This design comes from an exercise in tuning for small area and a short achievable clock period on the open sky130 flow, not from production work. Function not checked in this run: the RTL went through the layout flow alone. Power figures rest on the tool's default switching activity, not on a simulated workload.

--- flow/config.mk ---
export PLATFORM = sky130hd
export DESIGN_NAME = zepto_cpu
export DESIGN_NICKNAME = zepto_cpu
export VERILOG_FILES = /design/flow/design.v
export SDC_FILE = /design/flow/constraint.sdc
export NUM_CORES = 4
export LEC_CHECK = 0
export CAP_MARGIN = 20
export CORE_MARGIN = 2
export CORE_UTILIZATION = 40
export SETUP_SLACK_MARGIN = 5
export SLEW_MARGIN = 20
export SYNTH_HIERARCHICAL = 1
--- flow/constraint.sdc ---
create_clock -name core_clock -period 12.0 [get_ports {clk}]
set_input_delay 2.4000 -clock core_clock [delete_from_list [all_inputs] [get_ports {clk}]]
set_output_delay 2.4000 -clock core_clock [all_outputs]
set_load 0.01 [all_outputs]
--- flow/design.v ---
module decoder7 (In, Out);
	input [3:0] In;
	output reg [6:0] Out;
	always @(*)
		case (In)
			4'h0 : Out = 7'h40;
			4'h1 : Out = 7'h79;
			4'h2 : Out = 7'h24;
			4'h3 : Out = 7'h30;
			4'h4 : Out = 7'h19;
			4'h5 : Out = 7'h12;
			4'h6 : Out = 7'h02;
			4'h7 : Out = 7'h78;
			4'h8 : Out = 7'h00;
			4'h9 : Out = 7'h10;
			4'hA : Out = 7'h08;
			4'hB : Out = 7'h03;
			4'hC : Out = 7'h46;
			4'hD : Out = 7'h21;
			4'hE : Out = 7'h06;
			default : Out = 7'h0E;
		endcase
endmodule
module ula(
	input [2:0] Op,
	input Sub,
	input Zb,
	input [15:0] A,
	input [15:0] B,
	input [15:0] Imm,
	output wire [15:0] Sum,
	output reg [15:0] S
);
wire [15:0] b = (B & {16{~Zb}}) ^ {16{Sub}};
wire [15:0] i = Imm ^ {16{Sub}};
wire [15:0] s = A ^ b ^ i;
wire [15:0] c = (A & b) | (A & i) | (b & i);
wire [16:0] t = {s, Sub} + {c[14:0], Sub, Sub};
assign Sum = t[16:1];
always @(*)
	case (Op)
		3'd2: S = A & B & Imm;
		3'd3: S = A | B | Imm;
		3'd4: S = A ^ B ^ Imm;
		default: S = Sum;
	endcase
endmodule
module comparador (
	input [15:0] A,
	input [15:0] B,
	output wire eq,
	output wire lt
);
assign eq = (A == B);
assign lt = ($signed(A) < $signed(B));
endmodule
module controle(
	input [3:0] Opcode,
	output wire WE,     
	output wire Link,   
	output wire Sub,    
	output wire jalr,   
	output wire jal,
	output wire beq,
	output wire bne,
	output wire bge,
	output wire blt
);
assign beq  = Opcode == 4'd5;
assign bne  = Opcode == 4'd6;
assign bge  = Opcode == 4'd7;
assign blt  = Opcode == 4'd9;
assign jal  = Opcode == 4'd11;
assign jalr = Opcode == 4'd12;
assign Link = jal | jalr;
assign Sub  = Opcode == 4'd1;
assign WE   = (Opcode <= 4'd4) | Link;
endmodule
module pc(
	input [15:0] Pc,
	input [15:0] Imm,
	input [15:0] Sum,
	input jalr,
	input take,
	output wire [15:0] Inc,
	output wire [15:0] E
);
assign Inc = Pc + 16'd1;
wire [15:0] Tgt = Pc + Imm;
assign E = jalr ? Sum : (take ? Tgt : Inc);
endmodule
module aoi222(input a1, input a2, input b1, input b2, input c1, input c2, output y);
assign y = ~((a1 & a2) | (b1 & b2) | (c1 & c2));
endmodule
module nand5(input a, input b, input c, input d, input e, output y);
assign y = ~(a & b & c & d & e);
endmodule
module rdbit(input [14:0] r, input [14:0] s, output y);
wire [4:0] n;
genvar i;
generate for (i = 0; i < 5; i = i + 1) begin : g
	aoi222 u(.a1(r[3*i]), .a2(s[3*i]), .b1(r[3*i+1]), .b2(s[3*i+1]),
		.c1(r[3*i+2]), .c2(s[3*i+2]), .y(n[i]));
end endgenerate
nand5 u5(.a(n[0]), .b(n[1]), .c(n[2]), .d(n[3]), .e(n[4]), .y(y));
endmodule
module registrador(input [239:0] Q, input [14:0] s, output [15:0] A);
genvar b, k;
generate for (b = 0; b < 16; b = b + 1) begin : bt
	wire [14:0] r;
	for (k = 0; k < 15; k = k + 1) begin : kk
		assign r[k] = Q[16*k + b];
	end
	rdbit u(.r(r), .s(s), .y(A[b]));
end endgenerate
endmodule
module display(
	input [1:0] sel,
	input [15:0] pc,
	input [31:0] inst,
	input [15:0] A,
	input [15:0] B,
	output [55:0] hex
);
reg [15:0] lo;
always @(*)
	case (sel)
		2'b00: lo = pc;
		2'b01: lo = inst[15:0];
		2'b11: lo = A;
		default: lo = B;
	endcase
wire hi_on = (sel == 2'b01);
genvar k;
generate for (k = 0; k < 4; k = k + 1) begin : d
	wire [6:0] l, h;
	decoder7 dl(.In(lo[4*k+3:4*k]), .Out(l));
	decoder7 dh(.In(inst[4*k+19:4*k+16]), .Out(h));
	assign hex[7*k+6:7*k] = l;
	assign hex[7*k+34:7*k+28] = h & {7{hi_on}};
end endgenerate
endmodule
module zepto_cpu(
	input clk,
	input rst_n,
	input [1:0] disp_sel,
	input [31:0] inst,
	output reg [15:0] pc,
	output wire [6:0] HEX0,
	output wire [6:0] HEX1,
	output wire [6:0] HEX2,
	output wire [6:0] HEX3,
	output wire [6:0] HEX4,
	output wire [6:0] HEX5,
	output wire [6:0] HEX6,
	output wire [6:0] HEX7,
	output [15:0] VerRA
);
wire [3:0] Rd = inst[7:4];
wire [3:0] Ra = inst[11:8];
wire [3:0] Rb = inst[15:12];
wire [15:0] Imm = inst[31:16];
wire WE, Link, Sub, jalr, jal, beq, bne, bge, blt;
controle U3(.Opcode(inst[3:0]), .WE(WE), .Link(Link), .Sub(Sub), .jalr(jalr),
	.jal(jal), .beq(beq), .bne(bne), .bge(bge), .blt(blt));
reg [239:0] rf;
wire [15:0] sa = 16'd1 << Ra;
wire [15:0] sb = 16'd1 << Rb;
wire [15:0] A, B;
registrador RA(.Q(rf), .s(sa[15:1]), .A(A));
registrador RB(.Q(rf), .s(sb[15:1]), .A(B));
assign VerRA = A;
wire eq, lt;
comparador U6(.A(A), .B(B), .eq(eq), .lt(lt));
wire [15:0] Sum, S;
ula U7(.Op(inst[2:0]), .Sub(Sub), .Zb(jalr), .A(A), .B(B), .Imm(Imm), .Sum(Sum), .S(S));
wire take = (beq & eq) | (bne & ~eq) | (bge & ~lt) | (blt & lt) | jal;
wire [15:0] Inc, E;
pc U1(.Pc(pc), .Imm(Imm), .Sum(Sum), .jalr(jalr), .take(take), .Inc(Inc), .E(E));
always @(posedge clk)
	if (!rst_n) pc <= 16'd0;
	else pc <= E;
wire [15:0] D = Link ? Inc : S;
wire [15:0] Dm = D & {16{rst_n}};
wire [15:0] wd = 16'd1 << Rd;
genvar g;
generate for (g = 1; g < 16; g = g + 1) begin : w
	wire en = (WE & wd[g]) | ~rst_n;
	always @(posedge clk)
		if (en) rf[16*g-1:16*g-16] <= Dm;
end endgenerate
wire [55:0] hex;
display U9(.sel(disp_sel), .pc(pc), .inst(inst), .A(A), .B(B), .hex(hex));
assign {HEX7, HEX6, HEX5, HEX4, HEX3, HEX2, HEX1, HEX0} = hex;
endmodule
--- flow/run.sh ---
#!/bin/bash
# synth_recipe.tcl (not shown) runs the flow's synth.tcl, then flattens the netlist and writes it again
# the make line also repeats each setting of config.mk as NAME=value (left out here)
make -C /OpenROAD-flow-scripts/flow DESIGN_CONFIG=/design/flow/config.mk WORK_HOME=/design/flow/orfs CLKGATE_MAP_FILE= SYNTH_SCRIPT=/design/flow/synth_recipe.tcl finish
==> notes.md <==
per-module statistics from Yosys, one instance, submodules excluded, a selection:
| module | cells | times used | cell area (sq um) |
|---|---|---|---|
| aoi222 | 1 | 160 | 10.0 |
| comparador | 60 | 1 | 420 |
| controle | 16 | 1 | 105 |
| decoder7 | 32 | 8 | 275 |
| display | 54 | 1 | 722 |
| nand5 | 2 | 32 | 11.3 |
| pc | 180 | 1 | 1250 |
| ula | 399 | 1 | 2820 |
| zepto_cpu | 379 | 1 | 8270 |
Yosys cell counts (all sizes together), types with 4 or more instances:
cell / instances / area (sq um)
a221o: 7 / 70.1
edfxtp: 240 / 7210
and3: 39 / 244
xor2: 12 / 105
or2: 5 / 33.8
o31ai: 6 / 50.1
o21a: 9 / 67.6
nor2b: 22 / 138
fa: 16 / 320
nor3b: 6 / 61.3
mux4: 24 / 593
o21ai: 79 / 395
a32o: 8 / 80.1
a211oi: 5 / 47.5
xnor2: 67 / 594
clkbuf: 24 / 100
o211ai: 6 / 50.1
nand3b: 6 / 45.0
nand2b: 18 / 115
and2b: 8 / 70.1
nor2: 109 / 409
nand2: 64 / 248
mux2i: 53 / 531
mux2: 9 / 101
nand3: 47 / 235
inv: 114 / 428
a31oi: 5 / 31.3
a21oi: 57 / 285
nor3: 25 / 125
ha: 136 / 1700
o22ai: 11 / 75.1
dfxtp: 16 / 320
nand4: 6 / 43.8
and4: 4 / 37.5
buf: 32 / 243
or3b: 9 / 78.8
a22o: 16 / 140
a222oi: 160 / 1600
and2: 18 / 113
a21o: 9 / 67.6
and3b: 28 / 273
cell type report:
| class | instances | area, sq um | area share [%] |
|---|---|---|---|
| multi-input combinational | 1148 | 10600 | 44.9 |
| sequential | 256 | 7530 | 31.8 |
| timing repair buffer | 336 | 3400 | 14.4 |
| clock buffer | 34 | 744 | 3.15 |
| tap | 592 | 741 | 3.13 |
| inverter | 115 | 459 | 1.94 |
| clock inverter | 15 | 173 | 0.730 |
worst min-delay path: stages (launching register included):
cell	delay, ps
dfxtp_1	400
xnor2_1	220
xnor2_1	70
a21oi_1	130
and2_1	120
power groups by stage:
stage          registers (uW)  clock network [uW]  logic [uW]
4_1_cts                  1570                 886        2040
2_1_floorplan            1530                   0        1260
6_report                 1580                 883        2210
3_5_place_dp             1590                   0        1840
5_1_grt                  1610                 921        2390
3_3_place_gp             1580                   0        1810
repair_timing:
| item | CTS | global route |
|---|---|---|
| setup endpoints to repair | 326 | 218 |
| pin swaps | 76 | 35 |
| setup buffers | 160 | 26 |
| gates cloned | 8 | 2 |
| gates resized for setup | 366 | 71 |
registers in the layout, summed over array words and instances, names as in the netlist:
name  cells
pc       16
rf      240
per-layer routing:
metal / vias to the layer above / GRT usage, %
met5: - / 0
met4: 2 / 11.8
li1: 6916 / -
met3: 212 / 4.77
met1: 7749 / 31.8
met2: 900 / 46.1
cells in the final DEF, fill, tap and decap left out, types with 39 or more instances in the layout:
cell	instances
ha_1	116
xnor2_1	66
a21oi_1	56
buf_4	145
nor2_1	89
nand2_1	59
mux2i_1	52
edfxtp_1	240
buf_6	39
buf_12	39
a222oi_1	160
o21ai_0	56
clkdlybuf4s50_1	70
inv_1	101
kinds of logic after synthesis:
logic type	after synthesis	share of synthesized area, %
flip-flops	256	42.4
XOR/XNOR	79	3.94
multiplexers	86	6.90
AND/OR/NAND/NOR	422	13.1
AO/OA/AOI/OAI	402	17.9
buffers and inverters	171	4.36
adder cells (fa/ha/maj)	152	11.4
worst min-delay path by stage:
stage | cells past startpoint | slack (ps) | startpoint | to
4_1_cts | 4 | 950 | pc[15] | pc[15]
6_report | 4 | 970 | pc[15] | pc[15]
3_5_place_dp | 4 | 940 | pc[15] | pc[15]
3_3_place_gp | 3 | 900 | pc[0] | pc[0]
2_1_floorplan | 3 | 800 | pc[0] | pc[0]
5_1_grt | 4 | 1000 | pc[15] | pc[15]
per-stage QoR:
step	setup WS, ps	std cells	util, %
finish	4220	2496	53.7
global route	4130	2496	53.7
CTS	4320	2468	52.5
detailed placement	2600	2251	45.3
global placement	2610	2251	45.3
floorplan	4860	1568	-
==> impl_metrics.tcl <==
set metrics [dict create \
    total_power_uw 4680 \
    reg2reg_to "rf[207]" \
    cp-endpoint "HEX2[0]" \
    hold_buffers 0 \
    crit_start "inst[9]" \
    cts_root_buffer "clkbuf_16" \
    dr.pass1.iters 12 \
    timing.setup.tns_ps 0 \
    swShare_pct 38.8 \
    crit_buf_inv 6 \
    numCtsBuffers 29 \
    clkSinkCount 256 \
    crit_cells 16 \
    crit_family "simple AND/OR/NAND/NOR gates" \
    nNetsFinal 2074 \
    synth_area_per_cell_sq_um 11.3 \
    path_common_cell "buf_12" \
    power.density_mw_per_mm2 198 \
    grt_pass1_vias 15473 \
    wirelength_microns 64100 \
    met1_length_microns 24300 \
    finalMaxSlewViolations 0 \
    layout-drive-gt1-share_pct 28.2 \
    hold_class "register to register" \
    worstPathRequired_ps 9600 \
    min_period_ps 7780 \
    rsz0062_at_grt "yes" \
    io-pin-count 124 \
    drv_cap 0 \
    portBuffers 123 \
    switchingPower_uw 1820 \
    critPathMaxStageDelay_ps 530 \
    synth_edf_count 240 \
    viasPerCell 6.32 \
    wl_met2_microns 31100 \
    path_max_fanout 6 \
    fin_area_sq_mm 0.0237 \
    ys_seq_area_share_pct 42.4 \
    clock_skew_ps 14.0 \
    p_leak_uw 0.00944 \
    yosysWarnings 10 \
    start_util_pct 40.3 \
    dieArea_sq_mm 0.0461 \
    reg2reg_slack_ps 7140 \
    clkPwrFrac_pct 18.9 \
    min_period_over_period_pct 64.8 \
    path_clk_slew_ps 60 \
    met3_length_microns 5510 \
    die_width_microns 215 \
    slowest_stage "mux4_2" \
    dpl-instance-area_sq_mm 0.0199 \
    avgRoutedWirePerCell_microns 25.7 \
    synth_seq_cells 256 \
    synth.distinct_cells 87 \
    synthCells 1568 \
    diodes 0 \
    async_flop_share_pct 0 \
    synth_flop_cell "edfxtp_1" \
    holdWs_ps 965 \
    worstSkewPairLatency_ps 580 \
    max_slew_margin_pct 33.0 \
    grt_max_degree 48 \
    worst_slew_pin_slew_ps 1000 \
    finalHoldViolations 0 \
    worstSetupStartpointType "input port" \
    place_congestion 0.884 \
    worst-setup-path-type "input port to output pin" \
    ctsLongestPathBuffers 3 \
    num_rows 77 \
    vias 15779 \
    cellInternalPower_uw 2860 \
    grt_pass1_wl_microns 93500 \
    post-dp-hpwl_microns 39400 \
    first_iter_violations 2102 \
    vdd_drop_max_v 0.000112 \
    status "timing/DRC/antenna clean" \
    grt.total_usage_pct 26.4 \
    ff2ff_path_depth 19 \
    p_seq_share_pct 33.8 \
    syn2layout_area_growth_pct 33.2 \
    setup_violations 0 \
    max_freq_mhz 129 \
    cp.arrival_ps 5380 \
    ant_nets 0 \
    syn_area_sq_mm 0.0178 \
    die_h_microns 215 \
    timing.rr.start "rf[8]" \
    cp-end-kind "output pin" \
    worstPathCellList "buf_12 > nand2b_4 > nor3_4 > buf_12 > buf_12 > a222oi_1 > and3_4 > nand3_4 > mux4_2 > buf_6 > inv_8 > ha_4 > and2b_2 > or3b_1 > o21ai_2 > buf_2" \
    highest_layer "met5" \
    synth_nets 1756 \
    cts_tree "built" \
    grt_overflow 0 \
    drc 0 \
    antenna_found_initial 1 \
    core_sq_mm 0.0440 \
    htreeDepth 1 \
    p_comb_share_pct 47.3 \
    fillCellCount 3731 \
]

==> what the ideal ports hide <==
In the flow no input, the clock included, has a driving cell. The finished layout below was timed again as built, in two steps.
Step 1: set_driving_cell puts a clkbuf_16 on clk and a buf_2 on each other input, an assumption about the parent block.
Step 2, shift: input delay + t, output delay - t, t = (earliest + latest rising clock arrival at the registers) / 2. This alone moves slack from input paths to output paths.
Three values: no drivers, after step 1, after step 2; two values: the first two.
t, ns: 0.631
slack for setup (ns): 4.222 / 4.131 / 4.131
hold slack, ns: 0.965 / 0.965 / 0.965
worst register clock-pin slew, ns: 0.07 / 0.07
cell pins on the clock port's net: 1
After both steps setup and hold are still met in this run. The setup slack of this run moves by -0.091 ns with the drivers and by -0.091 ns with both steps.
